Background: an optimization exercise with open tools, aiming at small area. Do not read the settings as production practice.
Where RTL was checked, it was by simulation tests only, not by an equivalence proof against the original.
Function not checked in runs 1 and 2: the RTL went through the layout flow alone.
Power figures rest on the tool's default switching activity, not on a simulated workload.

==> flow/design.v <==
module i2c_master(clk, rst, newd, op, addr, stretch, stretching, data_bit, dout, busy, done,
	ack_err, sda, scl, state_o, bit_count_o, add_o, bit_end_o);
input clk, rst, op, newd, stretch;
input [6:0] addr;
input stretching;	 
input data_bit;		 
output [7:0] dout;
output busy;
output reg done, ack_err;
output reg sda, scl;	 
output [3:0] state_o, bit_count_o;
output [7:0] add_o;
output bit_end_o;
localparam IDLE = 4'd0, START = 4'd1, WRITE_ADD = 4'd2, ACK_1 = 4'd3, WRITE_DATA = 4'd4,
	ACK_2 = 4'd5, STOP = 4'd6, MASTER_NACK = 4'd7, READ_DATA = 4'd8;
reg [3:0] state;
localparam [6:0] SUB0 = 7'd1, SUB_END = 7'd93;
reg [1:0] pulse;
reg [6:0] sub;
wire sub_end = (sub == SUB_END);
wire bit_end = sub_end && (pulse == 2'd3);
wire at_phase_start = (sub == SUB0);
always @(posedge clk) begin
	if(rst || state == IDLE) begin
		pulse <= 0;
		sub <= SUB0;
	end
	else if(sub_end) begin
		pulse <= pulse + 1'b1;
		sub <= SUB0;
	end
	else
		sub <= {sub[5:0], sub[6] ^ sub[5]};
end
reg [7:0] rx_data;
reg [7:0] add;
reg [3:0] bit_count;
wire bit8 = bit_count[3];
wire add_bit = add[~bit_count[2:0]];
reg last_bit;
always @(posedge clk)
	if(state == IDLE && newd)
		add <= {addr,op};
always @(posedge clk) begin
	if(rst) begin
		state <= IDLE;
		bit_count <= 0;
		done <= 0;
		ack_err <= 0;
		rx_data <= 0;
		last_bit <= 0;
		sda <= 1;
		scl <= 0;
	end
	else begin
		done <= (state == STOP) && bit_end;
		case(state)
			IDLE: begin
				sda <= 1;
				scl <= 0;
				if(newd)
					state <= START;
			end
			START: begin
				sda <= ~pulse[1];
				scl <= ~bit_end;
				if(bit_end)
					state <= WRITE_ADD;
			end
			WRITE_ADD: begin
				if(~bit8) begin
					sda <= (pulse != 2'd0) && add_bit;
					scl <= pulse[1] && !bit_end;
					if(bit_end)
						bit_count <= bit_count + 1'b1;
				end
				else begin
					sda <= stretch | last_bit;
					scl <= 0;
					bit_count <= 0;
					state <= ACK_1;
				end
			end
			ACK_1: begin
				if(stretching) begin
					sda <= !(bit_end && !stretch) | last_bit;
					scl <= 0;
				end
				else begin
					sda <= 0;
					scl <= (pulse == 2'd0) || (pulse[1] && !bit_end);
					if(bit_end)
						state <= add[0] ? READ_DATA : WRITE_DATA;
				end
			end
			WRITE_DATA: begin
				if(~bit8) begin
					sda <= (pulse != 2'd0) && data_bit;
					scl <= pulse[1] && !bit_end;
					if(bit_end)
						bit_count <= bit_count + 1'b1;
				end
				else begin
					sda <= 0;
					scl <= 0;
					bit_count <= 0;
					state <= ACK_2;
				end
			end
			READ_DATA: begin
				if(~bit8) begin
					if(pulse != 2'd0)
						sda <= data_bit;
					if(pulse == 2'd1 && at_phase_start)
						last_bit <= data_bit;
					if(pulse == 2'd2 && at_phase_start)
						rx_data <= {rx_data[6:0], sda};
					scl <= pulse[1] && !bit_end;
					if(bit_end)
						bit_count <= bit_count + 1'b1;
				end
				else begin
					sda <= 0;
					scl <= 0;
					bit_count <= 0;
					state <= MASTER_NACK;
				end
			end
			ACK_2: begin
				sda <= 0;
				scl <= pulse[1];
				last_bit <= 0;
				if(bit_end)
					state <= STOP;
			end
			MASTER_NACK: begin
				sda <= ~bit_end;
				scl <= pulse[1];
				if(bit_end) begin
					state <= STOP;
					ack_err <= 1;
				end
			end
			STOP: begin
				sda <= pulse[1];
				scl <= ~bit_end;
				if(bit_end)
					state <= IDLE;
			end
			default: ;
		endcase
	end
end
assign dout = rx_data;
assign busy = (state != IDLE);
assign state_o = state;
assign bit_count_o = bit_count;
assign add_o = add;
assign bit_end_o = bit_end;
endmodule
module i2c_Slave(clk, rst, stretch, newd, din, mstate, bit_count, add, bit_end,
	stretching, data_bit);
input clk, rst, stretch, newd;
input [7:0] din;
input [3:0] mstate;
input [3:0] bit_count;
input [7:0] add;
input bit_end;
output reg stretching;
output data_bit;
localparam IDLE = 4'd0, START = 4'd1, WRITE_ADD = 4'd2, ACK_1 = 4'd3, WRITE_DATA = 4'd4,
	ACK_2 = 4'd5, STOP = 4'd6, MASTER_NACK = 4'd7, READ_DATA = 4'd8;
always@(posedge clk)
	if((mstate == WRITE_ADD && bit_count[3]) || (mstate == ACK_1 && bit_end))
		stretching <= stretch;
reg [6:0] pos;
reg scrub;
reg [127:0] ring [0:7];
wire hit = (pos == add[7:1]);
wire wr = hit && (mstate == ACK_2);
wire [7:0] init = {1'b0, pos};
reg [7:0] data;
integer b;
always@(posedge clk) begin
	if(rst) begin
		pos <= 0;
		scrub <= 1;
	end
	else begin
		pos <= {pos[5:0], pos[6] ^ pos[5] ^ (pos[5:0] == 6'd0)};
		if(pos == 7'd64) scrub <= 0;
	end
	for(b = 0; b < 8; b = b + 1)
		ring[b] <= {scrub ? init[b] : wr ? data[b] : ring[b][0], ring[b][127:1]};
end
always@(posedge clk)
	if(mstate == IDLE) begin
		if(newd)
			data <= din;
	end
	else if(hit && add[0])
		for(b = 0; b < 8; b = b + 1)
			data[b] <= ring[b][0];
assign data_bit = data[~bit_count[2:0]];
endmodule
`timescale 1ns / 1ps
module i2c_top(
input clk, rst, newd, op, stretch,
input [6:0] addr,
input [7:0] din,
output [7:0] dout,
output busy,ack_err,
output done,
output sda, scl
);
wire [3:0] state;
wire [3:0] bit_count;
wire [7:0] add;
wire bit_end, stretching, data_bit;
i2c_master master (.clk(clk), .rst(rst), .newd(newd), .op(op), .addr(addr), .stretch(stretch),
	.stretching(stretching), .data_bit(data_bit), .dout(dout), .busy(busy), .done(done),
	.ack_err(ack_err), .sda(sda), .scl(scl), .state_o(state), .bit_count_o(bit_count),
	.add_o(add), .bit_end_o(bit_end));
i2c_Slave slave (.clk(clk), .rst(rst), .stretch(stretch), .newd(newd), .din(din),
	.mstate(state), .bit_count(bit_count), .add(add), .bit_end(bit_end),
	.stretching(stretching), .data_bit(data_bit));
endmodule
==> flow/flow/run.sh <==
#!/bin/bash
# The standard ORFS layout with three changes:
#  - synthesis maps logic with an area-oriented ABC script (flow/area.abc);
#  - a lighter clock tree: small buffers, no dummy loads;
#  - the smallest buffer on the ports.
set -uo pipefail
HERE=$(pwd)
export AREA_ABC_SCRIPT=$HERE/flow/area.abc
export CTS_ARGS="-sink_clustering_enable -repair_clock_nets -dont_use_dummy_load -buf_list sky130_fd_sc_hd__clkbuf_4 -sink_clustering_size 12 -sink_clustering_max_diameter 40"
export BUFFER_PORTS_ARGS="-buffer_cell sky130_fd_sc_hd__buf_1"
cat flow/synth_abc.tcl synth_recipe.tcl > area_synth.tcl
sed "s#SYNTH_SCRIPT=[^ ]*#SYNTH_SCRIPT=$HERE/area_synth.tcl#" standard.sh > area_standard.sh
bash area_standard.sh > standard.log 2>&1
==> flow/flow/area.abc <==
strash
dch -f
amap
topo
==> flow/flow/synth_abc.tcl <==
# Run ORFS's abc step with an area-oriented script (flow/area.abc) in place
# of ORFS's own; everything else in the standard flow's synthesis stays as it is.
proc abc {args} {
  set i [lsearch -exact $args -script]
  if { $i >= 0 } { set args [lreplace $args $i [expr {$i + 1}] -script $::env(AREA_ABC_SCRIPT)] }
  yosys abc {*}$args
}
==> flow/standard.sh <==
#!/bin/bash
# synth_recipe.tcl (not shown) runs the flow's synth.tcl, then flattens the netlist and writes it again
# the make line also repeats each setting of config.mk as NAME=value (left out here)
make -C /OpenROAD-flow-scripts/flow DESIGN_CONFIG=/design/flow/config.mk WORK_HOME=/design/flow/orfs CLKGATE_MAP_FILE= SYNTH_SCRIPT=/design/flow/synth_recipe.tcl "${@:-finish}"
==> flow/config.mk <==
export PLATFORM = sky130hd
export DESIGN_NAME = i2c_top
export DESIGN_NICKNAME = i2c_top
export VERILOG_FILES = /design/flow/design.v
export SDC_FILE = /design/flow/constraint.sdc
export NUM_CORES = 4
export LEC_CHECK = 0
export ABC_AREA = 1
export CAP_MARGIN = 20
export CORE_MARGIN = 2
export CORE_UTILIZATION = 40
export SLEW_MARGIN = 20
==> flow/constraint.sdc <==
create_clock -name core_clock -period 10.0 [get_ports {clk}]
set_input_delay 2.0000 -clock core_clock [delete_from_list [all_inputs] [get_ports {clk}]]
set_output_delay 2.0000 -clock core_clock [all_outputs]
set_load 0.01 [all_outputs]
==> flow_summary.yaml, run 1 <==
synthesis:
  synth-edff-count: 17
  seq_area_frac_synth_pct: 94.6
  synth_top_area_share_pct: 92.3
  syn_nets: 1335
  avgSynthCellArea_um2: 17.6
  ys_top_cells_by_area: "dfxtp_1 92%, edfxtp_1 2.2%, nor2_1 0.99%, a22oi_1 0.62%, clkinv_1 0.54%"
  synthArstFlopShare_pct: 0
  synth_flop_cell: "dfxtp_1"
  synthCells: 1310
  yosysTopAreaCell: "dfxtp_1"
  synth.most_common_cell: "dfxtp_1"
  synth-seq-cells: 1079
  ys_types: 31
  synth_commonest_cells: "1062 x dfxtp_1, 61 x nor2_1, 33 x clkinv_1, 19 x a22oi_1, 18 x nand2_1"
  netlist_area_um2: 23000
  yosys_warnings: 3
floorplan:
  die_w_um: 244
  core_um2: 56600
  placementRows: 87
  die_area_um2: 59500
  io_pins: 33
  die_h_um: 244
  start_util_pct: 40.7
clocking:
  cts_resized: 0
  hold_buffers: 0
  cts_made_buffers: 112
  clk_pin_slew_worst_paths_ns: 0.11
  clkLatencyLatePin_ns: 0.87
  clkSinkCount: 1079
  clockBufferDepth: 3
  postCtsSetupBuffers: 0
  root_buffer: "clkbuf_4"
  cts_tree: "done"
  cts_max_level: 3
run:
  drv_cap: 0
power:
  sequentialPowerShare_pct: 70.5
  switching_share_pct: 20.9
  power.internal_mw: 4.99
  pwr-share-comb_pct: 3.0
  ir_drop_uv: 88.3
  power.switching_mw: 1.32
  leakage_nw: 9.72
  clkPwrFrac_pct: 26.5
  p_per_area_nw_per_um2: 253
finish:
  utilization_pct: 44.1
  drive_gt1_share_pct: 7.83
  finalInstanceArea_um2: 25000
  nets: 1483
  area_growth_syn_to_layout_pct: 8.37
timing:
  fin_tns_setup_ns: 0
  min_period_over_period_pct: 45.7
  hold_viol_final: 0
  setup_viol: 0
  tightest_slew_ns: 0.979
  finClkSkew_ns: 0.111
  fin_crit_ns: 4.57
  slew_headroom_pct: 34.6
  rsz0062_at_grt: "no"
  drv_slew: 0
  fmax_ghz: 0.219
min_path:
  hp-class: "reg -> reg"
worst_setup_path:
  reg2reg_slack_ns: 6.93
  crit_fanout: 12
  worstPathRequired_ns: 8.00
  crit_type: "reg -> out"
  critical_path_arrival_ns: 2.57
  cp-start-kind: "register"
  endpoint_kind: "primary output"
global_route:
  grt_max_degree: 29
  first_global_vias: 9117
  grt_overflow_total: 0
  grt.total_usage_pct: 9.56
  antenna_found_initial: 4
  grt_pass1_wl_um: 45500
place:
  gp_congestion: 0.802
  hpwlAfterDp_um: 14400
  io_buffers: 32
  postPlaceCellArea_um2: 24100
drt:
  wl_per_cell_um: 12.2
  drc: 0
  dr_total_vias: 8789
  drt_first_iter_violations: 429
  ant_nets: 0
  via_per_inst: 3.97
  routed_wl_um: 27000
  drtPass1Iterations: 4
status:
  status: "complete, no violations"
layer usage:
metal | track usage (%) | share of wire [%]
met4 | 6.10 | 3.3
met5 | 0 | 0
met2 | 11.8 | 37
met3 | 2.82 | 5.1
met1 | 14.2 | 55
registers in the layout, summed over array words and instances, names as in the netlist:
register          cells
slave.ring         1024
master.add            8
master.rx_data        8
slave.data            8
master.sub            7
slave.pos             7
master.bit_count      4
master.state          4
master.pulse          2
master.ack_err        1
master.done           1
master.last_bit       1
master.scl            1
master.sda            1
slave.scrub           1
slave.stretching      1
final timing paths:
check	from	to	depth (start not counted)
worst max register to register	master.state[1]	master.rx_data[1]	8
worst min register to register	slave.ring[4][4]	slave.ring[4][3]	0
worst min-delay path	slave.ring[4][4]	slave.ring[4][3]	0
worst max-delay path	master.state[1]	busy	5
through the flow:
| step | total power, mW | setup slack (ns) | hold WS (ns) | std cells |
|---|---|---|---|---|
| 2_1_floorplan | 4.66 | 6.43 | 0.310 | 1310 |
| 4_1_cts | 6.41 | 5.30 | 0.265 | 2212 |
| 3_5_place_dp | 4.73 | 6.29 | 0.312 | 2100 |
| 5_1_grt | 6.62 | 5.14 | 0.267 | 2213 |
| 3_3_place_gp | 4.73 | 6.32 | 0.310 | 2100 |
| 6_report | 6.31 | 5.43 | 0.268 | 2214 |
worst max-delay path, stage by stage (launching register included):
cell and delay (ns):
dfxtp_1 0.39, nor3_1 0.35, clkinv_1 0.18, nor2_1 0.18
clkinv_1 0.37, buf_1 0.30
power by group through the flow:
stage / sequential, mW / clock [mW] / combinational [mW]
2_1_floorplan: 4.53 / 0 / 0.128
3_3_place_gp: 4.55 / 0 / 0.185
3_5_place_dp: 4.55 / 0 / 0.187
4_1_cts: 4.45 / 1.77 / 0.188
5_1_grt: 4.46 / 1.95 / 0.210
6_report: 4.45 / 1.67 / 0.190
final cells by class:
type / count / area (µm²)
flip-flops and latches: 1079 / 21800
well taps: 756 / 946
diodes: 2 / 5.00
repair buffers: 34 / 135
multi-input cells: 198 / 1130
fillers: 4999 / 31700
clock buffers: 112 / 841
inverters: 33 / 124
placed cells by master, fill, tap and decap left out, types with 7 or more instances in the layout:
| master | instances |
|---|---|
| a21oi_1 | 10 |
| a22oi_1 | 19 |
| buf_1 | 32 |
| clkbuf_4 | 112 |
| clkinv_1 | 33 |
| dfxtp_1 | 1062 |
| edfxtp_1 | 17 |
| nand2_1 | 18 |
| nor2_1 | 61 |
| nor3_1 | 9 |
| o21ai_0 | 14 |
| o22a_1 | 11 |
| o32ai_1 | 7 |
kinds of logic after synthesis:
| kind of cell | count (synthesis) | synth area share (%) |
|---|---|---|
| AO/OA/AOI/OAI | 85 | 2.60 |
| flip-flops | 1079 | 94.6 |
| adder cells (fa/ha/maj) | 5 | 0.272 |
| AND/OR/NAND/NOR | 108 | 2.03 |
| buffers and inverters | 33 | 0.538 |
==> run 2: changes to the inputs <==
==> flow/flow/area.abc (replaced) <==
strash
&get -n
&deepsyn -T 60
&put
dch -f
amap
topo
==> flow_summary.yaml, run 2 <==
status:
  status: "complete, no violations"
timing:
  min_period_over_period_pct: 52.3
  rsz0062_at_grt: "no"
  fin_tns_setup_ns: 0
  setup_viol: 0
  slew_headroom_pct: 43.6
  final.setup.worst_slack_ns: 4.77
  fin_crit_ns: 5.23
  fmax_ghz: 0.191
  tightest_slew_ns: 0.843
  finClkSkew_ns: 0.0558
  hold_viol_final: 0
  drv_slew: 0
clocking:
  clkLatencyLatePin_ns: 0.84
  postCtsSetupBuffers: 0
  cts_resized: 0
  cts_max_level: 3
  cts_made_buffers: 107
  clkSinkCount: 1079
  hold_buffers: 0
  clockBufferDepth: 3
  root_buffer: "clkbuf_4"
  clk_pin_slew_worst_paths_ns: 0.11
  cts_tree: "done"
floorplan:
  placementRows: 87
  die_area_um2: 59400
  start_util_pct: 40.6
  die_w_um: 244
  core_um2: 56600
  die_h_um: 244
  io_pins: 33
power:
  leakage_nw: 9.66
  clkPwrFrac_pct: 26.9
  power.internal_mw: 4.89
  sequentialPowerShare_pct: 72.6
  p_per_area_nw_per_um2: 244
  pwr-share-comb_pct: 0.5
  switching_share_pct: 19.5
  power.switching_mw: 1.18
  ir_drop_uv: 113
drt:
  via_per_inst: 3.91
  drc: 0
  drtPass1Iterations: 4
  wl_per_cell_um: 11.8
  ant_nets: 0
  routed_wl_um: 26100
  dr_total_vias: 8639
  drt_first_iter_violations: 413
synthesis:
  netlist_area_um2: 23000
  synth.most_common_cell: "dfxtp_1"
  synth_top_area_share_pct: 92.6
  synth-edff-count: 17
  synth-seq-cells: 1079
  yosys_warnings: 3
  synth_flop_cell: "dfxtp_1"
  ys_top_cells_by_area: "dfxtp_1 93%, edfxtp_1 2.2%, clkinv_1 0.80%, nor2_1 0.77%, nand2_1 0.38%"
  avgSynthCellArea_um2: 17.5
  seq_area_frac_synth_pct: 94.8
  yosysTopAreaCell: "dfxtp_1"
  synthArstFlopShare_pct: 0
  syn_nets: 1334
  synth_commonest_cells: "1062 x dfxtp_1, 49 x clkinv_1, 47 x nor2_1, 23 x nand2_1, 17 x edfxtp_1"
  ys_types: 33
  synthCells: 1309
finish:
  register_area_um2: 21800
  fill_cells: 5063
  drive_gt1_share_pct: 7.39
  top_register: "slave.ring"
  final_cell_mix: "1062 x dfxtp_1, 107 x clkbuf_4, 49 x clkinv_1, 47 x nor2_1, 32 x buf_1"
  nets: 1475
  largest_register_ffs: 1024
  area_growth_syn_to_layout_pct: 8.18
  layoutNonFillerInstCount: 2208
  multiInputGateArea_um2: 1020
  final_common_cell: "dfxtp_1"
worst_setup_path:
  endpoint_kind: "primary output"
  crit_slowest_cell: "nor2_1"
  crit_top_cell: "clkinv_1"
  cp-start-kind: "register"
  critical_path_arrival_ns: 3.23
  path_cells: "nor3_1 > clkinv_1 > nor2_1 > clkinv_1 > buf_1"
  slowest_delay_ns: 0.67
  worstPathRequired_ns: 8.00
  crit_fanout: 14
  reg2reg_slack_ns: 7.07
  crit_type: "reg -> out"
run:
  drv_cap: 0
global_route:
  gr-usage-met3_pct: 3.02
  top_usage_layer: "met1"
  met1_usage_pct: 13.2
  grt_max_degree: 16
  grt_pass1_wl_um: 43500
  antenna_found_initial: 2
  use_met2_pct: 11.6
  grt.total_usage_pct: 9.12
  first_global_vias: 8759
  grt_overflow_total: 0
place:
  placedCellCount: 2097
  pre_cts_ws_ns: 5.58
  hpwlAfterDp_um: 13900
  gp_congestion: 0.802
  io_buffers: 32
min_path:
  hp-class: "reg -> reg"
-- run 2: cell types whose count changed after synthesis, moves of 5 or more --
| cell | change |
|---|---|
| a22oi_1 | -17 |
| clkinv_1 | +16 |
| nor2_1 | -14 |
| o22a_1 | -10 |
| o22ai_1 | +7 |
| o32ai_1 | -7 |
| a211oi_1 | +6 |
| a22o_1 | +6 |
| nand3_1 | +6 |
| o21ai_0 | -6 |
| and3_1 | -5 |
| nand2_1 | +5 |
| or3_1 | +5 |
-- run 2: kinds of logic (layout without fill, tap and decap cells) --
group / Yosys count / count (layout) / share of synthesized area [%]
compound gates: 65 / 65 / 2.00
other cells: 0 / 4 / 0
fa+ha+maj: 5 / 5 / 0.272
buf+inv: 49 / 188 / 0.801
flops: 1079 / 1079 / 94.8
simple gates: 111 / 111 / 2.15
-- run 2: metrics by stage --
step,hold slack [ns],util [%],area (µm²),power (mW)
6_report,0.282,43.9,24900,6.07
5_1_grt,0.277,43.9,24900,6.35
4_1_cts,0.272,43.9,24800,6.17
3_5_place_dp,0.312,42.5,24000,4.53
3_3_place_gp,0.310,42.5,24000,4.53
2_1_floorplan,0.310,-,23000,4.51
-- run 2: critical path: cells and delay by family, from the launching register on --
family	cells	cell delay, ns
flops	1	0.40
buf+inv	3	1.00
simple gates	2	0.99
-- run 2: layout make-up --
class,instances,share of cell area [%]
clock buffers,107,3.23
well taps,756,3.81
diodes,4,0.0403
multi-input cells,181,4.09
repair buffers,32,0.483
inverters,49,0.740
flip-flops and latches,1079,87.6
-- run 2: routing by layer --
metal | vias up | share of wire [%]
met3 | 85 | 5.2
met2 | 148 | 37
li1 | 4418 | -
met5 | - | 0
met1 | 3988 | 54
met4 | 0 | 4.0
-- run 2: power groups by stage --
stage / combinational [mW] / sequential, mW / clock (mW)
6_report: 0.0318 / 4.40 / 1.63
5_1_grt: 0.0355 / 4.41 / 1.90
4_1_cts: 0.0322 / 4.41 / 1.74
3_5_place_dp: 0.0322 / 4.50 / 0
3_3_place_gp: 0.0315 / 4.50 / 0
2_1_floorplan: 0.0184 / 4.49 / 0
-- run 2: worst paths after layout --
kind                     startpoint           endpoint  cells past startpoint
setup / recovery    master.state[0]               busy                      5
setup reg to reg    master.state[0]      slave.data[5]                      6
hold / removal    slave.ring[4][76]  slave.ring[4][75]                      0
hold reg to reg   slave.ring[4][76]  slave.ring[4][75]                      0
==> run 3: changes to the inputs <==
--- a/flow/design.v
+++ b/flow/design.v
@@ -23,10 +23,8 @@
 always @(posedge clk) begin
-	if(rst || state == IDLE) begin
+	if(rst)
 		pulse <= 0;
+	else if(sub_end)
+		pulse <= pulse + 1'b1;
+	if(rst || state == IDLE || sub_end)
 		sub <= SUB0;
-	end
-	else if(sub_end) begin
-		pulse <= pulse + 1'b1;
-		sub <= SUB0;
-	end
 	else
@@ -41,3 +39,3 @@
 always @(posedge clk)
-	if(state == IDLE && newd)
+	if(state == IDLE)
 		add <= {addr,op};
@@ -160,5 +158,5 @@
 endmodule
-module i2c_Slave(clk, rst, stretch, newd, din, mstate, bit_count, add, bit_end,
+module i2c_Slave(clk, rst, stretch, din, mstate, bit_count, add, bit_end,
 	stretching, data_bit);
-input clk, rst, stretch, newd;
+input clk, rst, stretch;
 input [7:0] din;
@@ -196,6 +194,4 @@
 always@(posedge clk)
-	if(mstate == IDLE) begin
-		if(newd)
-			data <= din;
-	end
+	if(mstate == IDLE)
+		data <= din;
 	else if(hit && add[0])
@@ -223,3 +219,3 @@
 	.add_o(add), .bit_end_o(bit_end));
-i2c_Slave slave (.clk(clk), .rst(rst), .stretch(stretch), .newd(newd), .din(din),
+i2c_Slave slave (.clk(clk), .rst(rst), .stretch(stretch), .din(din),
 	.mstate(state), .bit_count(bit_count), .add(add), .bit_end(bit_end),
==> flow_summary.yaml, run 3 <==
timing:
  fin_crit_ns: 4.04
  tightest_slew_ns: 0.787
  finClkSkew_ns: 0.0685
  fmax_ghz: 0.247
  rsz0062_at_grt: "no"
  min_period_over_period_pct: 40.4
  setup_viol: 0
  hold_viol_final: 0
  drv_slew: 0
  final.setup.worst_slack_ns: 5.96
  slew_headroom_pct: 47.0
  fin_tns_setup_ns: 0
finish:
  register_area_um2: 21800
  final_common_cell: "dfxtp_1"
  largest_register_ffs: 1024
  utilization_pct: 43.9
  area_growth_syn_to_layout_pct: 8.13
  fill_cells: 5040
  nets: 1470
  multiInputGateArea_um2: 1020
  top_register: "slave.ring"
  layoutNonFillerInstCount: 2207
  drive_gt1_share_pct: 7.28
  finalInstanceArea_um2: 24800
  final_cell_mix: "1062 x dfxtp_1, 104 x clkbuf_4, 50 x nor2_1, 46 x clkinv_1, 31 x buf_1"
synthesis:
  synthCells: 1307
  synthMuxAreaShare_pct: 0
  synth_commonest_cells: "1062 x dfxtp_1, 50 x nor2_1, 46 x clkinv_1, 20 x nand2_1, 17 x edfxtp_1"
  synth_flop_cell: "dfxtp_1"
  ys_types: 32
  synth_top_area_share_pct: 92.6
  synth-simple-area-share_pct: 2.15
  seq_area_frac_synth_pct: 94.8
  synth_compound_area_share_pct: 2.03
  synth-edff-count: 17
  synthArstFlopShare_pct: 0
  netlist_area_um2: 23000
  synthXorXnorAreaFrac_pct: 0
  synth_top_family_by_area: "simple AND/OR/NAND/NOR gates"
  avgSynthCellArea_um2: 17.6
  ys_top_cells_by_area: "dfxtp_1 93%, edfxtp_1 2.2%, nor2_1 0.82%, clkinv_1 0.75%, nand2_1 0.33%"
  yosys_warnings: 3
  synth.most_common_cell: "dfxtp_1"
  syn_nets: 1332
  yosys.area_share.adder_pct: 0.272
  synth-seq-cells: 1079
  yosysTopAreaCell: "dfxtp_1"
run:
  drv_cap: 0
clocking:
  root_buffer: "clkbuf_4"
  cts_tree: "done"
  clk_pin_slew_worst_paths_ns: 0.11
  cts_resized: 0
  clkSinkCount: 1079
  cts_made_buffers: 104
  hold_buffers: 0
  clockBufferDepth: 3
  postCtsSetupBuffers: 0
  cts_max_level: 3
  clkLatencyLatePin_ns: 0.86
power:
  clkPwrFrac_pct: 26.7
  p_per_area_nw_per_um2: 244
  sequentialPowerShare_pct: 72.7
  power.internal_mw: 4.88
  switching_share_pct: 19.6
  pwr-share-comb_pct: 0.6
  power.switching_mw: 1.19
  leakage_nw: 9.66
  ir_drop_uv: 120
worst_setup_path:
  critPathTopFamily: "buffers and inverters"
  crit_slowest_cell: "nand3_1"
  startpoint: "master.state[3]"
  slowest_delay_ns: 0.40
  worstPathRequired_ns: 8.00
  r2r_start: "master.state[3]"
  r2r_cells: 9
  crit_fanout: 11
  reg2reg_slack_ns: 6.34
  crit_buf_inv: 2
  r2r-end: "master.rx_data[6]"
  endpoint: "busy"
  cp-start-kind: "register"
  crit_cells: 3
  critical_path_arrival_ns: 2.04
  crit_type: "reg -> out"
  endpoint_kind: "primary output"
  path_cells: "clkinv_1 > nand3_1 > buf_1"
min_path:
  hp-class: "reg -> reg"
floorplan:
  io_pins: 33
  start_util_pct: 40.6
  core_um2: 56600
  die_w_um: 244
  placementRows: 87
  die_area_um2: 59300
  die_h_um: 244
global_route:
  grt_pass1_wl_um: 44700
  grt_max_degree: 23
  first_global_vias: 8719
  grt.total_usage_pct: 9.41
  grt_overflow_total: 0
  antenna_found_initial: 6
drt:
  wl_per_cell_um: 12.2
  ant_nets: 0
  drc: 0
  routed_wl_um: 27000
  drt_first_iter_violations: 325
  drtPass1Iterations: 4
  via_per_inst: 3.95
  dr_total_vias: 8719
status:
  status: "complete, no violations"
place:
  io_buffers: 32
  hpwlAfterDp_um: 14900
  pre_cts_ws_ns: 6.23
  gp_congestion: 0.778
  postPlaceCellArea_um2: 24000
  placedCellCount: 2095
[run 3: final cells by class]
type                    count  share of cell area [%]
diodes                      8                  0.0806
clock buffers             104                    3.14
inverters                  46                   0.695
multi-input cells         182                    4.12
flip-flops and latches   1079                    87.7
well taps                 756                    3.81
repair buffers             32                   0.489
[run 3: per-stage QoR]
step,total power [mW],hold WS [ns]
global route,6.35,0.254
CTS,6.17,0.255
global placement,4.54,0.312
floorplan,4.52,0.310
finish,6.06,0.269
detailed placement,4.54,0.312
[run 3: power groups by stage]
stage	clock network, mW	registers (mW)	logic (mW)
after floorplan	0	4.50	0.0213
after global placement	0	4.51	0.0355
after detailed placement	0	4.51	0.0351
after CTS	1.72	4.41	0.0352
after global routing	1.89	4.42	0.0390
final	1.62	4.41	0.0350
[run 3: how the worst min path moves through the flow]
stage | from | endpoint | slack [ns] | cells past startpoint
finish | slave.ring[2][82] | slave.ring[2][81] | 0.27 | 0
detailed placement | slave.ring[1][114] | slave.ring[1][113] | 0.31 | 0
CTS | slave.ring[7][1] | slave.ring[7][0] | 0.26 | 0
global placement | slave.ring[0][57] | slave.ring[0][56] | 0.31 | 0
floorplan | slave.ring[0][1] | slave.ring[0][0] | 0.31 | 0
global route | slave.ring[6][6] | slave.ring[6][5] | 0.25 | 0
[run 3: metal layers]
metal,up-vias,track usage [%],part of all wire (%)
li1,4403,-,-
met1,4087,14.1,54
met2,152,12.0,38
met3,77,3.41,5.6
met4,0,4.04,2.8
met5,-,0,0
[run 3: kinds of logic after synthesis]
| family | after synthesis |
|---|---|
| adder cells (fa/ha/maj) | 5 |
| buffers and inverters | 46 |
| AO/OA/AOI/OAI | 66 |
| flip-flops | 1079 |
| AND/OR/NAND/NOR | 111 |
==> run 4: changes to the inputs <==
--- a/flow/flow/run.sh
+++ b/flow/flow/run.sh
@@ -8,3 +8,3 @@
 export AREA_ABC_SCRIPT=$HERE/flow/area.abc
-export CTS_ARGS="-sink_clustering_enable -repair_clock_nets -dont_use_dummy_load -buf_list sky130_fd_sc_hd__clkbuf_4 -sink_clustering_size 12 -sink_clustering_max_diameter 40"
+export CTS_ARGS="-sink_clustering_enable -repair_clock_nets -dont_use_dummy_load -buf_list sky130_fd_sc_hd__clkbuf_8 -sink_clustering_size 20 -sink_clustering_max_diameter 60"
 export BUFFER_PORTS_ARGS="-buffer_cell sky130_fd_sc_hd__buf_1"
==> flow_summary.yaml, run 4 <==
drt:
  dr_total_vias: 8524
  wl_per_cell_um: 12.3
  via_per_inst: 3.94
  ant_nets: 0
  routed_wl_um: 26500
  drt_first_iter_violations: 388
  drtPass1Iterations: 4
  drc: 0
synthesis:
  ys_types: 32
  synth_top_area_share_pct: 92.6
  yosysTopAreaCell: "dfxtp_1"
  yosys_warnings: 3
  synth_flop_cell: "dfxtp_1"
  seq_area_frac_synth_pct: 94.8
  avgSynthCellArea_um2: 17.6
  synth_commonest_cells: "1062 x dfxtp_1, 50 x nor2_1, 46 x clkinv_1, 20 x nand2_1, 17 x edfxtp_1"
  ys_top_cells_by_area: "dfxtp_1 93%, edfxtp_1 2.2%, nor2_1 0.82%, clkinv_1 0.75%, nand2_1 0.33%"
  synth-seq-cells: 1079
  netlist_area_um2: 23000
  syn_nets: 1332
  synth.most_common_cell: "dfxtp_1"
  synthCells: 1307
  synth-edff-count: 17
  synthArstFlopShare_pct: 0
global_route:
  grt.total_usage_pct: 9.18
  first_global_vias: 8378
  grt_pass1_wl_um: 43500
  grt_overflow_total: 0
  antenna_found_initial: 4
  grt_max_degree: 23
place:
  gp_congestion: 0.778
  placedCellCount: 2095
  hpwlAfterDp_um: 14900
  io_buffers: 32
  postPlaceCellArea_um2: 24000
  pre_cts_ws_ns: 6.23
worst_setup_path:
  crit_slowest_cell: "nand3_1"
  critPathTopFamily: "buffers and inverters"
  r2r_cells: 9
  crit_type: "reg -> out"
  endpoint_kind: "primary output"
  slowest_delay_ns: 0.41
  worstPathRequired_ns: 8.00
  path_cells: "clkinv_1 > nand3_1 > buf_1"
  crit_fanout: 11
  reg2reg_slack_ns: 6.33
  crit_cells: 3
  cp-start-kind: "register"
  crit_buf_inv: 2
  critical_path_arrival_ns: 1.85
finish:
  drive_gt1_share_pct: 4.77
  top_register: "slave.ring"
  fill_cells: 4969
  layoutNonFillerInstCount: 2161
  finalInstanceArea_um2: 24900
  final_common_cell: "dfxtp_1"
  largest_register_ffs: 1024
  area_growth_syn_to_layout_pct: 8.60
  n_antenna_cell: 0
  nets: 1432
  final_cell_mix: "1062 x dfxtp_1, 66 x clkbuf_8, 50 x nor2_1, 46 x clkinv_1, 31 x buf_1"
  utilization_pct: 44.1
min_path:
  min_path_cells: 0
  hp-class: "reg -> reg"
timing:
  rsz0062_at_grt: "no"
  drv_slew: 0
  fin_tns_setup_ns: 0
  whs_ns: 0.254
  hold_viol_final: 0
  final.setup.worst_slack_ns: 6.15
  finClkSkew_ns: 0.0682
  slew_headroom_pct: 46.6
  tightest_slew_ns: 0.796
  fmax_ghz: 0.260
  setup_viol: 0
  fin_crit_ns: 3.85
  min_period_over_period_pct: 38.5
clocking:
  hold_buffers: 0
  clockBufferDepth: 3
  clkLatencyLatePin_ns: 0.64
  cts_tree: "done"
  cts_resized: 0
  postCtsSetupBuffers: 0
  cts_max_level: 3
  clkSinkCount: 1079
  root_buffer: "clkbuf_8"
  cts_made_buffers: 66
  clk_pin_slew_worst_paths_ns: 0.10
status:
  status: "complete, no violations"
floorplan:
  io_pins: 33
  die_area_um2: 59300
  die_w_um: 244
  placementRows: 87
  die_h_um: 244
  core_um2: 56600
  start_util_pct: 40.6
power:
  leakage_nw: 9.66
  p_per_area_nw_per_um2: 247
  ir_drop_uv: 134
  p_total_mw: 6.17
run:
  drv_cap: 0
## run 4: cell counts after synthesis
Identical to the previous run, type by type.
## run 4: logic make-up after synthesis
group,synth area share [%]
AOI/OAI and AO/OA,2.03
adders and majority gates,0.272
buffers and inverters,0.752
and+or+nand+nor,2.15
DFF,94.8
## run 4: final timing paths
kind                                       start                 to
worst max-delay path             master.state[3]               busy
worst min-delay path            slave.ring[6][6]   slave.ring[6][5]
worst max register to register   master.state[3]  master.rx_data[5]
worst min register to register  slave.ring[6][6]   slave.ring[6][5]
## run 4: power by group
part	switching, mW	total (mW)	internal (mW)
Sequential	0.0244	4.41	4.38
Combinational	0.0230	0.0349	0.0118
Clock	1.13	1.73	0.599
Total	1.18	6.17	5.00
## run 4: cell type report
| class | count | area, µm² | share of cell area (%) |
|---|---|---|---|
| multi-input cells | 182 | 1020 | 4.10 |
| repair buffers | 32 | 121 | 0.487 |
| inverters | 46 | 173 | 0.692 |
| clock buffers | 66 | 908 | 3.64 |
| flip-flops and latches | 1079 | 21800 | 87.3 |
| well taps | 756 | 946 | 3.79 |
## run 4: layer usage
metal / wire (µm) / GRT usage [%]
met4: 883 / 4.16
met1: 14500 / 13.9
met5: 0 / 0
met3: 1110 / 2.67
met2: 10000 / 11.9
==> run 5: changes to the inputs <==
--- a/flow/design.v
+++ b/flow/design.v
@@ -15,9 +15,12 @@
 	ACK_2 = 4'd5, STOP = 4'd6, MASTER_NACK = 4'd7, READ_DATA = 4'd8;
+localparam [3:0] C_IDLE = 4'b0000, C_START = 4'b?001, C_WRITE_ADD = 4'b?010, C_ACK_1 = 4'b?011,
+	C_WRITE_DATA = 4'b?100, C_ACK_2 = 4'b?101, C_STOP = 4'b?110, C_MASTER_NACK = 4'b?111,
+	C_READ_DATA = 4'b1???;
 reg [3:0] state;
-localparam [6:0] SUB0 = 7'd1, SUB_END = 7'd93;
+localparam [6:0] SUB0 = 7'b0011010;
 reg [1:0] pulse;
 reg [6:0] sub;
-wire sub_end = (sub == SUB_END);
+wire sub_end = ({sub[5:3], sub[1:0]} == 5'b00101);
 wire bit_end = sub_end && (pulse == 2'd3);
-wire at_phase_start = (sub == SUB0);
+wire at_phase_start = (sub[5:1] == 5'b01101);
 always @(posedge clk) begin
@@ -53,57 +56,5 @@
 	else begin
-		done <= (state == STOP) && bit_end;
-		case(state)
-			IDLE: begin
-				sda <= 1;
-				scl <= 0;
-				if(newd)
-					state <= START;
-			end
-			START: begin
-				sda <= ~pulse[1];
-				scl <= ~bit_end;
-				if(bit_end)
-					state <= WRITE_ADD;
-			end
-			WRITE_ADD: begin
-				if(~bit8) begin
-					sda <= (pulse != 2'd0) && add_bit;
-					scl <= pulse[1] && !bit_end;
-					if(bit_end)
-						bit_count <= bit_count + 1'b1;
-				end
-				else begin
-					sda <= stretch | last_bit;
-					scl <= 0;
-					bit_count <= 0;
-					state <= ACK_1;
-				end
-			end
-			ACK_1: begin
-				if(stretching) begin
-					sda <= !(bit_end && !stretch) | last_bit;
-					scl <= 0;
-				end
-				else begin
-					sda <= 0;
-					scl <= (pulse == 2'd0) || (pulse[1] && !bit_end);
-					if(bit_end)
-						state <= add[0] ? READ_DATA : WRITE_DATA;
-				end
-			end
-			WRITE_DATA: begin
-				if(~bit8) begin
-					sda <= (pulse != 2'd0) && data_bit;
-					scl <= pulse[1] && !bit_end;
-					if(bit_end)
-						bit_count <= bit_count + 1'b1;
-				end
-				else begin
-					sda <= 0;
-					scl <= 0;
-					bit_count <= 0;
-					state <= ACK_2;
-				end
-			end
-			READ_DATA: begin
+		done <= (state[2:0] == 3'b110) && bit_end;
+		casez(state)
+			C_READ_DATA: begin
 				if(~bit8) begin
@@ -126,3 +77,55 @@
 			end
-			ACK_2: begin
+			C_IDLE: begin
+				sda <= 1;
+				scl <= 0;
+				if(newd)
+					state <= START;
+			end
+			C_START: begin
+				sda <= ~pulse[1];
+				scl <= ~bit_end;
+				if(bit_end)
+					state <= WRITE_ADD;
+			end
+			C_WRITE_ADD: begin
+				if(~bit8) begin
+					sda <= (pulse != 2'd0) && add_bit;
+					scl <= pulse[1] && !bit_end;
+					if(bit_end)
+						bit_count <= bit_count + 1'b1;
+				end
+				else begin
+					sda <= stretch | last_bit;
+					scl <= 0;
+					bit_count <= 0;
+					state <= ACK_1;
+				end
+			end
+			C_ACK_1: begin
+				if(stretching) begin
+					sda <= !(bit_end && !stretch) | last_bit;
+					scl <= 0;
+				end
+				else begin
+					sda <= 0;
+					scl <= (pulse == 2'd0) || (pulse[1] && !bit_end);
+					if(bit_end)
+						state <= add[0] ? READ_DATA : WRITE_DATA;
+				end
+			end
+			C_WRITE_DATA: begin
+				if(~bit8) begin
+					sda <= (pulse != 2'd0) && data_bit;
+					scl <= pulse[1] && !bit_end;
+					if(bit_end)
+						bit_count <= bit_count + 1'b1;
+				end
+				else begin
+					sda <= 0;
+					scl <= 0;
+					bit_count <= 0;
+					state <= ACK_2;
+				end
+			end
+			C_ACK_2: begin
 				sda <= 0;
@@ -133,3 +136,3 @@
 			end
-			MASTER_NACK: begin
+			C_MASTER_NACK: begin
 				sda <= ~bit_end;
@@ -141,3 +144,3 @@
 			end
-			STOP: begin
+			C_STOP: begin
 				sda <= pulse[1];
@@ -171,3 +174,3 @@
 always@(posedge clk)
-	if((mstate == WRITE_ADD && bit_count[3]) || (mstate == ACK_1 && bit_end))
+	if((mstate[2:0] == 3'b010 && bit_count[3]) || (mstate[2:0] == 3'b011 && bit_end))
 		stretching <= stretch;
@@ -177,3 +180,3 @@
 wire hit = (pos == add[7:1]);
-wire wr = hit && (mstate == ACK_2);
+wire wr = hit && (mstate[2:0] == 3'b101);	 
 wire [7:0] init = {1'b0, pos};
--- a/flow/flow/run.sh
+++ b/flow/flow/run.sh
@@ -8,3 +8,3 @@
 export AREA_ABC_SCRIPT=$HERE/flow/area.abc
-export CTS_ARGS="-sink_clustering_enable -repair_clock_nets -dont_use_dummy_load -buf_list sky130_fd_sc_hd__clkbuf_8 -sink_clustering_size 20 -sink_clustering_max_diameter 60"
+export CTS_ARGS="-sink_clustering_enable -repair_clock_nets -dont_use_dummy_load -buf_list sky130_fd_sc_hd__clkbuf_8 -sink_clustering_buffer sky130_fd_sc_hd__clkbuf_4 -sink_clustering_size 12 -sink_clustering_max_diameter 40"
 export BUFFER_PORTS_ARGS="-buffer_cell sky130_fd_sc_hd__buf_1"
==> flow_summary.yaml, run 5 <==
status:
  status: "complete, no violations"
clocking:
  root_buffer: "clkbuf_8"
  postCtsSetupBuffers: 0
  hold_buffers: 0
  clockBufferDepth: 3
  cts_max_level: 3
  cts_made_buffers: 105
  cts_resized: 0
  clk_pin_slew_worst_paths_ns: 0.12
  clkLatencyLatePin_ns: 0.65
  cts_tree: "done"
  clkSinkCount: 1079
worst_setup_path:
  crit_buf_inv: 4
  crit_top_cell: "clkinv_1"
  cp-start-kind: "register"
  slowest_delay_ns: 0.46
  reg2reg_slack_ns: 7.38
  endpoint_kind: "primary output"
  critPathTopFamily: "buffers and inverters"
  crit_fanout: 16
  worstPathRequired_ns: 8.00
  path_cells: "clkinv_1 > nand2_1 > nor2_1 > clkinv_1 > nor2_1 > clkinv_1 > buf_1"
  critical_path_arrival_ns: 2.46
  crit_type: "reg -> out"
  crit_slowest_cell: "clkinv_1"
power:
  p_per_area_nw_per_um2: 246
  leakage_nw: 9.69
  ir_drop_uv: 140
  p_total_mw: 6.11
drt:
  dr_total_vias: 8689
  drt_first_iter_violations: 415
  ant_nets: 0
  via_per_inst: 3.96
  drtPass1Iterations: 4
  wl_per_cell_um: 11.8
  drc: 0
  routed_wl_um: 25800
finish:
  drive_gt1_share_pct: 7.51
  fill_cells: 4979
  layoutNonFillerInstCount: 2195
  final_common_cell: "dfxtp_1"
  largest_register_ffs: 1024
  area_growth_syn_to_layout_pct: 8.43
  nets: 1466
  top_register: "slave.ring"
  final_cell_mix: "1062 x dfxtp_1, 96 x clkbuf_4, 54 x nor2_1, 43 x clkinv_1, 32 x buf_1"
  utilization_pct: 44.0
  finalInstanceArea_um2: 24900
  n_antenna_cell: 0
timing:
  fin_tns_setup_ns: 0
  slew_headroom_pct: 42.6
  fin_crit_ns: 4.46
  final.setup.worst_slack_ns: 5.54
  hold_viol_final: 0
  rsz0062_at_grt: "no"
  tightest_slew_ns: 0.852
  min_period_over_period_pct: 44.6
  setup_viol: 0
  fmax_ghz: 0.224
  whs_ns: 0.260
  finClkSkew_ns: 0.0723
  drv_slew: 0
synthesis:
  ys_types: 33
  synth.most_common_cell: "dfxtp_1"
  syn_nets: 1324
  seq_area_frac_synth_pct: 95.0
  netlist_area_um2: 22900
  synth_flop_cell: "dfxtp_1"
  synthArstFlopShare_pct: 0
  yosysTopAreaCell: "dfxtp_1"
  synth_top_area_share_pct: 92.7
  synth-seq-cells: 1079
  synthCells: 1299
  synth_commonest_cells: "1062 x dfxtp_1, 54 x nor2_1, 43 x clkinv_1, 17 x edfxtp_1, 15 x nand2_1"
  ys_top_cells_by_area: "dfxtp_1 93%, edfxtp_1 2.2%, nor2_1 0.88%, clkinv_1 0.70%, o22ai_1 0.38%"
  synth-edff-count: 17
  yosys_warnings: 11
  avgSynthCellArea_um2: 17.6
floorplan:
  placementRows: 87
  io_pins: 33
  die_h_um: 243
  core_um2: 56500
  die_area_um2: 59200
  die_w_um: 243
  start_util_pct: 40.6
place:
  placedCellCount: 2090
  pre_cts_ws_ns: 6.26
  gp_congestion: 0.770
  postPlaceCellArea_um2: 24000
  hpwlAfterDp_um: 13700
  io_buffers: 32
global_route:
  grt_overflow_total: 0
  first_global_vias: 8712
  grt.total_usage_pct: 9.13
  grt_max_degree: 19
  antenna_found_initial: 0
  grt_pass1_wl_um: 43800
run:
  drv_cap: 0
min_path:
  hp-class: "reg -> reg"
==> run 5: cell count changes after synthesis, sizes merged, moves of 4 or more <==
cell,change
nand2,-5
or3,+5
o22a,+7
a21oi,+7
a22o,-6
or2,-5
nor2,+4
nor4,-4
==> run 5: final timing paths <==
| path | depth (start not counted) | to | from |
|---|---|---|---|
| min | 0 | slave.ring[3][15] | slave.ring[3][16] |
| max | 7 | busy | master.state[2] |
| min reg2reg | 0 | slave.ring[3][15] | slave.ring[3][16] |
| max reg2reg | 7 | slave.ring[0][127] | master.add[2] |
==> run 5: kinds of logic after synthesis <==
family,share of synthesized area (%)
AO/OA/AOI/OAI,2.18
adder cells (fa/ha/maj),0.273
buffers and inverters,0.704
flip-flops,95.0
AND/OR/NAND/NOR,1.87
==> run 5: area by class of cell <==
cell class	instances	area, µm²	share of cell area (%)
Clock buffer	105	845	3.40
Inverter	43	161	0.649
Timing Repair Buffer	35	143	0.574
Multi-Input combinational cell	177	992	3.99
Tap cell	756	946	3.81
Sequential cell	1079	21800	87.6
==> run 5: report_power, final <==
part	internal (mW)	leakage (nW)	switching [mW]
clock	0.529	0.506	1.14
sequential	4.39	8.76	0.0229
combinational	0.0120	0.420	0.0223
==> run 5: worst register-to-register path, cell delays in order, from the launching register on <==
cell and delay [ns]:
edfxtp_1 0.45, nor2_1 0.12, a21oi_1 0.05, a2111oi_0 0.36
nand4_1 0.20, o21ai_0 0.72, nor2_1 0.10, a211oi_1 0.47
==> run 5: routing by layer <==
layer  GRT usage [%]  share of wire (%)  vias to the layer above
met3            3.29                5.4                       83
met1            13.8                 54                     4064
met2            11.2                 37                      144
met4            4.66                3.8                        0
li1                -                  -                     4398
met5               0                  0                        -
==> run 6: changes to the inputs <==
--- a/flow/flow/run.sh
+++ b/flow/flow/run.sh
@@ -8,3 +8,3 @@
 export AREA_ABC_SCRIPT=$HERE/flow/area.abc
-export CTS_ARGS="-sink_clustering_enable -repair_clock_nets -dont_use_dummy_load -buf_list sky130_fd_sc_hd__clkbuf_8 -sink_clustering_buffer sky130_fd_sc_hd__clkbuf_4 -sink_clustering_size 12 -sink_clustering_max_diameter 40"
+export CTS_ARGS="-sink_clustering_enable -dont_use_dummy_load -buf_list sky130_fd_sc_hd__clkbuf_4 -sink_clustering_size 12 -sink_clustering_max_diameter 40"
 export BUFFER_PORTS_ARGS="-buffer_cell sky130_fd_sc_hd__buf_1"
==> flow_summary.yaml, run 6 <==
status:
  status: "complete, no violations"
synthesis:
  synthCells: 1299
  synth_top_area_share_pct: 92.7
  avgSynthCellArea_um2: 17.6
  synth-edff-count: 17
  ys_top_cells_by_area: "dfxtp_1 93%, edfxtp_1 2.2%, nor2_1 0.88%, clkinv_1 0.70%, o22ai_1 0.38%"
  synth_commonest_cells: "1062 x dfxtp_1, 54 x nor2_1, 43 x clkinv_1, 17 x edfxtp_1, 15 x nand2_1"
  syn_nets: 1324
  synth.most_common_cell: "dfxtp_1"
  ys_types: 33
  synth_flop_cell: "dfxtp_1"
  netlist_area_um2: 22900
  yosys_warnings: 11
  seq_area_frac_synth_pct: 95.0
  synthArstFlopShare_pct: 0
  yosysTopAreaCell: "dfxtp_1"
  synth-seq-cells: 1079
finish:
  area_growth_syn_to_layout_pct: 8.20
  drive_gt1_share_pct: 7.51
  largest_register_ffs: 1024
  top_register: "slave.ring"
  final_cell_mix: "1062 x dfxtp_1, 105 x clkbuf_4, 54 x nor2_1, 43 x clkinv_1, 32 x buf_1"
  finalInstanceArea_um2: 24800
  nets: 1466
  fill_cells: 4986
  final_common_cell: "dfxtp_1"
place:
  hpwlAfterDp_um: 13700
  io_buffers: 32
  pre_cts_ws_ns: 6.26
  postPlaceCellArea_um2: 24000
  gp_congestion: 0.770
timing:
  fin_tns_setup_ns: 0
  fmax_ghz: 0.217
  fin_crit_ns: 4.60
  tightest_slew_ns: 0.844
  setup_viol: 0
  hold_viol_final: 0
  finClkSkew_ns: 0.0696
  drv_slew: 0
  rsz0062_at_grt: "no"
  slew_headroom_pct: 43.1
  final.setup.worst_slack_ns: 5.40
  min_period_over_period_pct: 46.0
clocking:
  cts_tree: "done"
  hold_buffers: 0
  cts_resized: 0
  postCtsSetupBuffers: 0
  root_buffer: "clkbuf_4"
  clkLatencyLatePin_ns: 0.82
  clockBufferDepth: 3
  clk_pin_slew_worst_paths_ns: 0.12
  cts_made_buffers: 105
  cts_max_level: 3
  clkSinkCount: 1079
floorplan:
  core_um2: 56500
  die_h_um: 243
  die_w_um: 243
  start_util_pct: 40.6
  io_pins: 33
  die_area_um2: 59200
  placementRows: 87
worst_setup_path:
  r2r_cells: 7
  worstPathRequired_ns: 8.00
  crit_type: "reg -> out"
  r2r_start: "master.add[2]"
  reg2reg_slack_ns: 7.37
  crit_fanout: 16
  endpoint_kind: "primary output"
  r2r-end: "slave.ring[0][127]"
  critical_path_arrival_ns: 2.60
  cp-start-kind: "register"
min_path:
  min_from: "slave.ring[3][16]"
  holdPathEnd: "slave.ring[3][15]"
  min_path_cells: 0
  hp-class: "reg -> reg"
power:
  leakage_nw: 9.67
  ir_drop_uv: 140
  p_per_area_nw_per_um2: 244
global_route:
  use_met2_pct: 11.2
  antenna_found_initial: 1
  grt_max_degree: 19
  first_global_vias: 8717
  gr-usage-met3_pct: 2.92
  met1_usage_pct: 13.8
  grt_pass1_wl_um: 43800
  grt_overflow_total: 0
  grt.total_usage_pct: 9.13
  top_usage_layer: "met1"
run:
  drv_cap: 0
drt:
  ant_nets: 0
  via_per_inst: 3.95
  drt_first_iter_violations: 410
  wl_per_cell_um: 11.8
  dr_total_vias: 8674
  drtPass1Iterations: 4
  routed_wl_um: 25900
  drc: 0
## run 6: cell counts after synthesis
Identical to the previous run, type by type.
## run 6: cell families (layout without fill, tap and decap cells)
family / count (synthesis) / after routing / synth area share, %
other: 0 / 1 / 0
AO/OA/AOI/OAI: 73 / 73 / 2.18
AND/OR/NAND/NOR: 99 / 99 / 1.87
adder cells (fa/ha/maj): 5 / 5 / 0.273
buffers and inverters: 43 / 183 / 0.704
flip-flops: 1079 / 1079 / 95.0
## run 6: cell type report
class                           instances  area [µm²]  share of cell area [%]
Sequential cell                      1079       21800                    87.8
Antenna cell                            1        2.50                  0.0101
Timing Repair Buffer                   35         143                   0.575
Clock buffer                          105         788                    3.18
Multi-Input combinational cell        177         992                    4.00
Tap cell                              756         946                    3.81
Inverter                               43         161                   0.651
## run 6: worst max-delay path, cell delays in order (launching register included)
cell,delay (ns)
dfxtp_1,0.39
clkinv_1,0.13
nand2_1,0.07
nor2_1,0.18
clkinv_1,0.16
nor2_1,0.15
clkinv_1,0.45
buf_1,0.27
## run 6: layer usage
layer	routed length, µm	vias to the layer above
met1	14100	4052
met3	1220	82
met2	9470	141
met4	1050	0
li1	-	4399
met5	0	-
## run 6: worst max path at each step
| stage | slack (ns) | endpoint | startpoint | depth (start not counted) |
|---|---|---|---|---|
| finish | 5.40 | busy | master.state[2] | 7 |
| global route | 5.10 | busy | master.state[2] | 7 |
| CTS | 5.28 | busy | master.state[2] | 7 |
| detailed placement | 6.26 | busy | master.state[2] | 7 |
| global placement | 6.26 | busy | master.state[2] | 7 |
| floorplan | 6.08 | busy | master.state[2] | 6 |
## run 6: power breakdown
group / switching [mW] / leakage, nW / internal [mW]
logic: 0.0224 / 0.420 / 0.0120
registers: 0.0229 / 8.76 / 4.39
clock network: 1.13 / 0.483 / 0.483
total: 1.18 / 9.67 / 4.88
## run 6: through the flow
step           total power, mW  utilization (%)  std cells  hold slack [ns]
6_report                  6.06             43.9       2196            0.251
5_1_grt                   6.35             43.9       2196            0.248
4_1_cts                   6.17             43.9       2195            0.242
3_5_place_dp              4.54             42.5       2090            0.312
3_3_place_gp              4.54             42.5       2090            0.311
2_1_floorplan             4.52                -       1299            0.310
==> run 7: changes to the inputs <==
--- a/flow/flow/run.sh
+++ b/flow/flow/run.sh
@@ -8,3 +8,3 @@
 export AREA_ABC_SCRIPT=$HERE/flow/area.abc
-export CTS_ARGS="-sink_clustering_enable -dont_use_dummy_load -buf_list sky130_fd_sc_hd__clkbuf_4 -sink_clustering_size 12 -sink_clustering_max_diameter 40"
+export CTS_ARGS="-sink_clustering_enable -repair_clock_nets -dont_use_dummy_load -buf_list sky130_fd_sc_hd__clkbuf_4 -sink_clustering_size 12 -sink_clustering_max_diameter 40"
 export BUFFER_PORTS_ARGS="-buffer_cell sky130_fd_sc_hd__buf_1"
--- a/flow/config.mk
+++ b/flow/config.mk
@@ -11,2 +11,4 @@
 export CORE_UTILIZATION = 40
+export GPL_ROUTABILITY_DRIVEN = 0
+export GPL_TIMING_DRIVEN = 0
 export SLEW_MARGIN = 20
==> flow_summary.yaml, run 7 <==
finish:
  nets: 1465
  largest_register_ffs: 1024
  multiInputGateArea_um2: 962
  area_growth_syn_to_layout_pct: 8.17
  drive_gt1_share_pct: 7.44
  top_register: "slave.ring"
  fill_cells: 4934
  register_area_um2: 21800
  final_cell_mix: "1062 x dfxtp_1, 107 x clkbuf_4, 52 x clkinv_1, 41 x nor2_1, 32 x buf_1"
  final_common_cell: "dfxtp_1"
synthesis:
  seq_area_frac_synth_pct: 95.0
  synth_flop_cell: "dfxtp_1"
  synthCells: 1299
  syn_nets: 1324
  netlist_area_um2: 22900
  synth-seq-cells: 1079
  yosys_warnings: 11
  ys_types: 35
  yosysTopAreaCell: "dfxtp_1"
  avgSynthCellArea_um2: 17.7
  synth.most_common_cell: "dfxtp_1"
  synthArstFlopShare_pct: 0
  synth-edff-count: 17
  synth_top_area_share_pct: 92.7
  ys_top_cells_by_area: "dfxtp_1 93%, edfxtp_1 2.2%, clkinv_1 0.85%, nor2_1 0.67%, o221ai_1 0.34%"
  synth_commonest_cells: "1062 x dfxtp_1, 52 x clkinv_1, 41 x nor2_1, 20 x nand2_1, 17 x edfxtp_1"
timing:
  rsz0062_at_grt: "no"
  fmax_ghz: 0.238
  fin_tns_setup_ns: 0
  tightest_slew_ns: 0.965
  min_period_over_period_pct: 42.0
  setup_viol: 0
  drv_slew: 0
  hold_viol_final: 0
  fin_crit_ns: 4.20
  finClkSkew_ns: 0.101
  slew_headroom_pct: 35.6
worst_setup_path:
  crit_slowest_cell: "dfxtp_1"
  path_cells: "clkinv_1 > nand2_1 > buf_1"
  crit_buf_inv: 2
  crit_type: "reg -> out"
  critPathTopFamily: "flip-flops"
  critical_path_arrival_ns: 2.20
  crit_cells: 3
  slowest_delay_ns: 0.50
  worstPathRequired_ns: 8.00
  r2r_cells: 6
  endpoint_kind: "primary output"
  cp-start-kind: "register"
  crit_fanout: 18
clocking:
  clk_pin_slew_worst_paths_ns: 0.11
  cts_resized: 0
  postCtsSetupBuffers: 0
  cts_made_buffers: 107
  clkLatencyLatePin_ns: 0.87
  clkSinkCount: 1079
  cts_tree: "done"
  hold_buffers: 0
  clockBufferDepth: 3
  cts_max_level: 3
  root_buffer: "clkbuf_4"
status:
  status: "complete, no violations"
drt:
  drc: 0
  wl_per_cell_um: 11.3
  dr_total_vias: 8692
  drtPass1Iterations: 4
  via_per_inst: 3.96
  ant_nets: 0
  routed_wl_um: 24900
  drt_first_iter_violations: 340
power:
  p_total_mw: 6.08
  leakage_nw: 9.62
  p_per_area_nw_per_um2: 245
  ir_drop_uv: 90.0
global_route:
  first_global_vias: 8754
  antenna_found_initial: 2
  grt_max_degree: 21
  grt_pass1_wl_um: 42600
  grt.total_usage_pct: 8.78
  grt_overflow_total: 0
run:
  drv_cap: 0
floorplan:
  core_um2: 56500
  die_h_um: 243
  die_area_um2: 59300
  placementRows: 87
  io_pins: 33
  start_util_pct: 40.6
  die_w_um: 243
min_path:
  min_path_cells: 0
  hp-class: "reg -> reg"
place:
  io_buffers: 32
  hpwlAfterDp_um: 12600
run 7: through the flow:
stage	worst slack, ns	std cells	hold slack [ns]	instance area (µm²)	utilization, %
global placement	6.39	2087	0.312	24000	42.5
CTS	5.70	2194	0.242	24800	43.9
global route	5.57	2196	0.247	24800	43.9
floorplan	7.11	1299	0.310	22900	-
finish	5.80	2196	0.255	24800	43.9
detailed placement	6.34	2087	0.312	24000	42.5
run 7: cell families (layout without fill, tap and decap cells):
group	count (synthesis)	in the layout	synth area share, %
and+or+nand+nor	93	93	1.78
other	0	2	0
adders and majority gates	5	5	0.273
buffers and inverters	52	191	0.851
DFF	1079	1079	95.0
AOI/OAI and AO/OA	70	70	2.14
run 7: area by class of cell:
cell class,instances,area share [%]
Antenna cell,2,0.0202
Clock buffer,107,3.24
Inverter,52,0.787
Multi-Input combinational cell,168,3.88
Sequential cell,1079,87.8
Tap cell,756,3.81
Timing Repair Buffer,32,0.484
run 7: worst paths after layout:
path	startpoint	end	slack, ns
setup / recovery	master.state[1]	busy	5.80
hold / removal	slave.ring[4][12]	slave.ring[4][11]	0.25
setup reg to reg	master.state[1]	master.sub[3]	7.24
hold reg to reg	slave.ring[4][12]	slave.ring[4][11]	0.25
run 7: layer usage:
metal | track usage [%] | vias to the layer above | wire length (µm)
met5 | 0 | - | 0
met4 | 5.30 | 0 | 911
met3 | 3.26 | 77 | 1740
met2 | 10.7 | 181 | 9070
met1 | 12.9 | 4046 | 13100
li1 | - | 4388 | -
run 7: report_power, final:
group          leakage [nW]  internal [mW]  switching, mW
logic                 0.369         0.0107         0.0221
registers              8.76           4.39         0.0220
clock network         0.492          0.493           1.14
==> run 8: changes to the inputs <==
--- a/flow/config.mk
+++ b/flow/config.mk
@@ -11,4 +11,3 @@
 export CORE_UTILIZATION = 40
-export GPL_ROUTABILITY_DRIVEN = 0
-export GPL_TIMING_DRIVEN = 0
+export PLACE_DENSITY = 0.95
 export SLEW_MARGIN = 20
==> flow_summary.yaml, run 8 <==
status:
  status: "complete, no violations"
synthesis:
  yosys.area_share.adder_pct: 0.273
  yosysTopAreaCell: "dfxtp_1"
  ys_types: 33
  synthXorXnorAreaFrac_pct: 0
  seq_area_frac_synth_pct: 95.0
  yosys_warnings: 11
  synth-simple-area-share_pct: 1.87
  synthMuxAreaShare_pct: 0
  synth_top_area_share_pct: 92.7
  syn_nets: 1324
  synth.most_common_cell: "dfxtp_1"
  synth-edff-count: 17
  netlist_area_um2: 22900
  avgSynthCellArea_um2: 17.6
  synth_top_family_by_area: "compound AO/OA/AOI/OAI gates"
  synthCells: 1299
  synthArstFlopShare_pct: 0
  ys_top_cells_by_area: "dfxtp_1 93%, edfxtp_1 2.2%, nor2_1 0.88%, clkinv_1 0.70%, o22ai_1 0.38%"
  synth_flop_cell: "dfxtp_1"
  synth_compound_area_share_pct: 2.18
  synth-seq-cells: 1079
  synth_commonest_cells: "1062 x dfxtp_1, 54 x nor2_1, 43 x clkinv_1, 17 x edfxtp_1, 15 x nand2_1"
worst_setup_path:
  critPathTopFamily: "buffers and inverters"
  critical_path_arrival_ns: 2.79
  crit_buf_inv: 5
  crit_type: "reg -> out"
  path_cells: "clkinv_1 > nand2_1 > nor2_1 > clkinv_1 > nor2_1 > buf_4 > clkinv_1 > buf_1"
  crit_top_cell: "clkinv_1"
  crit_fanout: 16
  worstPathRequired_ns: 8.00
  cp-start-kind: "register"
  endpoint_kind: "primary output"
  slowest_delay_ns: 0.42
  crit_slowest_cell: "clkinv_1"
power:
  power.switching_mw: 1.19
  switching_share_pct: 19.7
  power.internal_mw: 4.87
  clkPwrFrac_pct: 26.7
  leakage_nw: 9.65
  sequentialPowerShare_pct: 72.8
  p_per_area_nw_per_um2: 245
  ir_drop_uv: 107
  pwr-share-comb_pct: 0.5
timing:
  setup_viol: 0
  fin_crit_ns: 4.79
  fin_tns_setup_ns: 0
  tightest_slew_ns: 0.985
  hold_viol_final: 0
  drv_slew: 0
  slew_headroom_pct: 34.3
  rsz0062_at_grt: "no"
  finClkSkew_ns: 0.121
  fmax_ghz: 0.209
  min_period_over_period_pct: 47.9
  whs_ns: 0.202
place:
  io_buffers: 32
  hpwlAfterDp_um: 18900
  gp_congestion: 0.813
  placedCellCount: 2088
finish:
  multiInputGateArea_um2: 992
  fill_cells: 4683
  top_register: "slave.ring"
  n_antenna_cell: 0
  drive_gt1_share_pct: 7.25
  register_area_um2: 21800
  area_growth_syn_to_layout_pct: 8.06
  final_common_cell: "dfxtp_1"
  nets: 1462
  utilization_pct: 43.8
  layoutNonFillerInstCount: 2191
  largest_register_ffs: 1024
  final_cell_mix: "1062 x dfxtp_1, 103 x clkbuf_4, 54 x nor2_1, 43 x clkinv_1, 32 x buf_1"
floorplan:
  die_h_um: 243
  core_um2: 56500
  die_area_um2: 59200
  placementRows: 87
  start_util_pct: 40.6
  io_pins: 33
  die_w_um: 243
global_route:
  grt.total_usage_pct: 10.7
  grt_pass1_wl_um: 49900
  grt_overflow_total: 0
  grt_max_degree: 19
  antenna_found_initial: 0
  first_global_vias: 9487
drt:
  via_per_inst: 3.98
  dr_total_vias: 8725
  drc: 0
  ant_nets: 0
  routed_wl_um: 30600
  wl_per_cell_um: 14.0
  drtPass1Iterations: 5
  drt_first_iter_violations: 522
clocking:
  clockBufferDepth: 3
  hold_buffers: 0
  cts_made_buffers: 103
  clkSinkCount: 1079
  cts_max_level: 3
  postCtsSetupBuffers: 0
  cts_tree: "done"
  cts_resized: 0
  clk_pin_slew_worst_paths_ns: 0.12
  clkLatencyLatePin_ns: 0.85
  root_buffer: "clkbuf_4"
run:
  drv_cap: 0
min_path:
  hp-class: "reg -> reg"
[run 8: cell types whose count changed in the layout (fill, tap and decap cells not counted), moves of 3 or more]
cell	previous run	this run
o21a_1	5	2
o22a_1	1	7
nand2_1	20	15
or2_0	4	1
nor3_1	12	9
nor2_1	41	54
o221ai_1	9	2
clkbuf_4	107	103
a211oi_1	2	9
a2111oi_0	1	4
clkinv_1	52	43
or3_1	3	6
[run 8: logic make-up (layout without fill, tap and decap cells)]
logic type / Yosys count / in the layout
flip-flops: 1079 / 1079
AND/OR/NAND/NOR: 99 / 99
AO/OA/AOI/OAI: 73 / 73
buffers and inverters: 43 / 179
adder cells (fa/ha/maj): 5 / 5
[run 8: routing by layer]
metal / vias to the layer above / part of all wire (%) / GRT usage, %
met4: 0 / 2.9 / 4.91
met5: - / 0 / 0
met3: 78 / 4.4 / 2.63
met2: 189 / 46 / 17.1
li1: 4373 / - / -
met1: 4085 / 47 / 13.7
[run 8: power by group through the flow]
stage                     registers (mW)  clock network, mW  logic (mW)
after floorplan                     4.50                  0      0.0190
after global routing                4.43               1.85      0.0369
after CTS                           4.42               1.68      0.0332
after detailed placement            4.51                  0      0.0328
after global placement              4.51                  0      0.0324
final                               4.42               1.62      0.0331
[run 8: worst paths after layout]
| check | startpoint | endpoint | slack, ns | cells after the start |
|---|---|---|---|---|
| setup reg to reg | master.add[1] | slave.ring[3][127] | 7.26 | 6 |
| hold / removal | slave.ring[3][42] | slave.ring[3][41] | 0.20 | 0 |
| hold reg to reg | slave.ring[3][42] | slave.ring[3][41] | 0.20 | 0 |
| setup / recovery | master.state[2] | busy | 5.21 | 8 |
[run 8: per-stage QoR]
| stage | worst slack, ns | cell area [µm²] | total power, mW |
|---|---|---|---|
| floorplan | 6.08 | 22900 | 4.52 |
| global placement | 6.02 | 24000 | 4.54 |
| detailed placement | 5.97 | 24000 | 4.55 |
| CTS | 5.08 | 24800 | 6.13 |
| global route | 4.91 | 24800 | 6.31 |
| finish | 5.21 | 24800 | 6.07 |
[run 8: final cells by class]
class                           instances  share of cell area (%)
Sequential cell                      1079                    87.9
Multi-Input combinational cell        177                    4.01
Tap cell                              756                    3.82
Clock buffer                          103                    3.12
Inverter                               43                   0.652
Timing Repair Buffer                   33                   0.515

-- what the ideal ports hide --
In the flow no input, the clock included, has a driving cell. The finished layouts below were timed again as built, in two steps.
Step 1 (the two cells are an assumption about what drives the block):
set clk [get_ports {clk}]
set_driving_cell -lib_cell sky130_fd_sc_hd__clkbuf_16 $clk
set_driving_cell -lib_cell sky130_fd_sc_hd__buf_2 [delete_from_list [all_inputs] $clk]
Step 2 moves the port delays by t, midway between the first and last clock arrival at a register: inputs arrive t later, outputs are due t later. That takes back most of the time a late clock gives input paths.
Slacks: ideal ports / drivers / drivers and shift; pairs: ideal ports / drivers.
run	shift t [ns]	slack for setup (ns)	clock arrival spread, ns	worst register clock-pin slew, ns	worst slew at a driven data input, ns
run 1	0.841	5.425 / 5.383 / 6.223	0.143 / 0.143	0.12 / 0.12	0.13
run 2	0.847	4.769 / 4.721 / 5.567	0.103 / 0.103	0.12 / 0.12	0.05
run 3	0.873	5.958 / 5.910 / 6.344	0.081 / 0.081	0.12 / 0.12	0.05
run 4	0.658	6.147 / 6.099 / 6.334	0.074 / 0.074	0.11 / 0.11	0.05
run 5	0.669	5.538 / 5.488 / 6.157	0.085 / 0.085	0.12 / 0.12	0.04
run 6	0.834	5.395 / 5.351 / 6.184	0.100 / 0.099	0.12 / 0.12	0.04
run 7	0.859	5.795 / 5.746 / 6.352	0.121 / 0.121	0.12 / 0.12	0.05
run 8	0.831	5.209 / 5.168 / 5.999	0.128 / 0.128	0.12 / 0.12	0.05
After both steps every run listed still meets setup and hold.
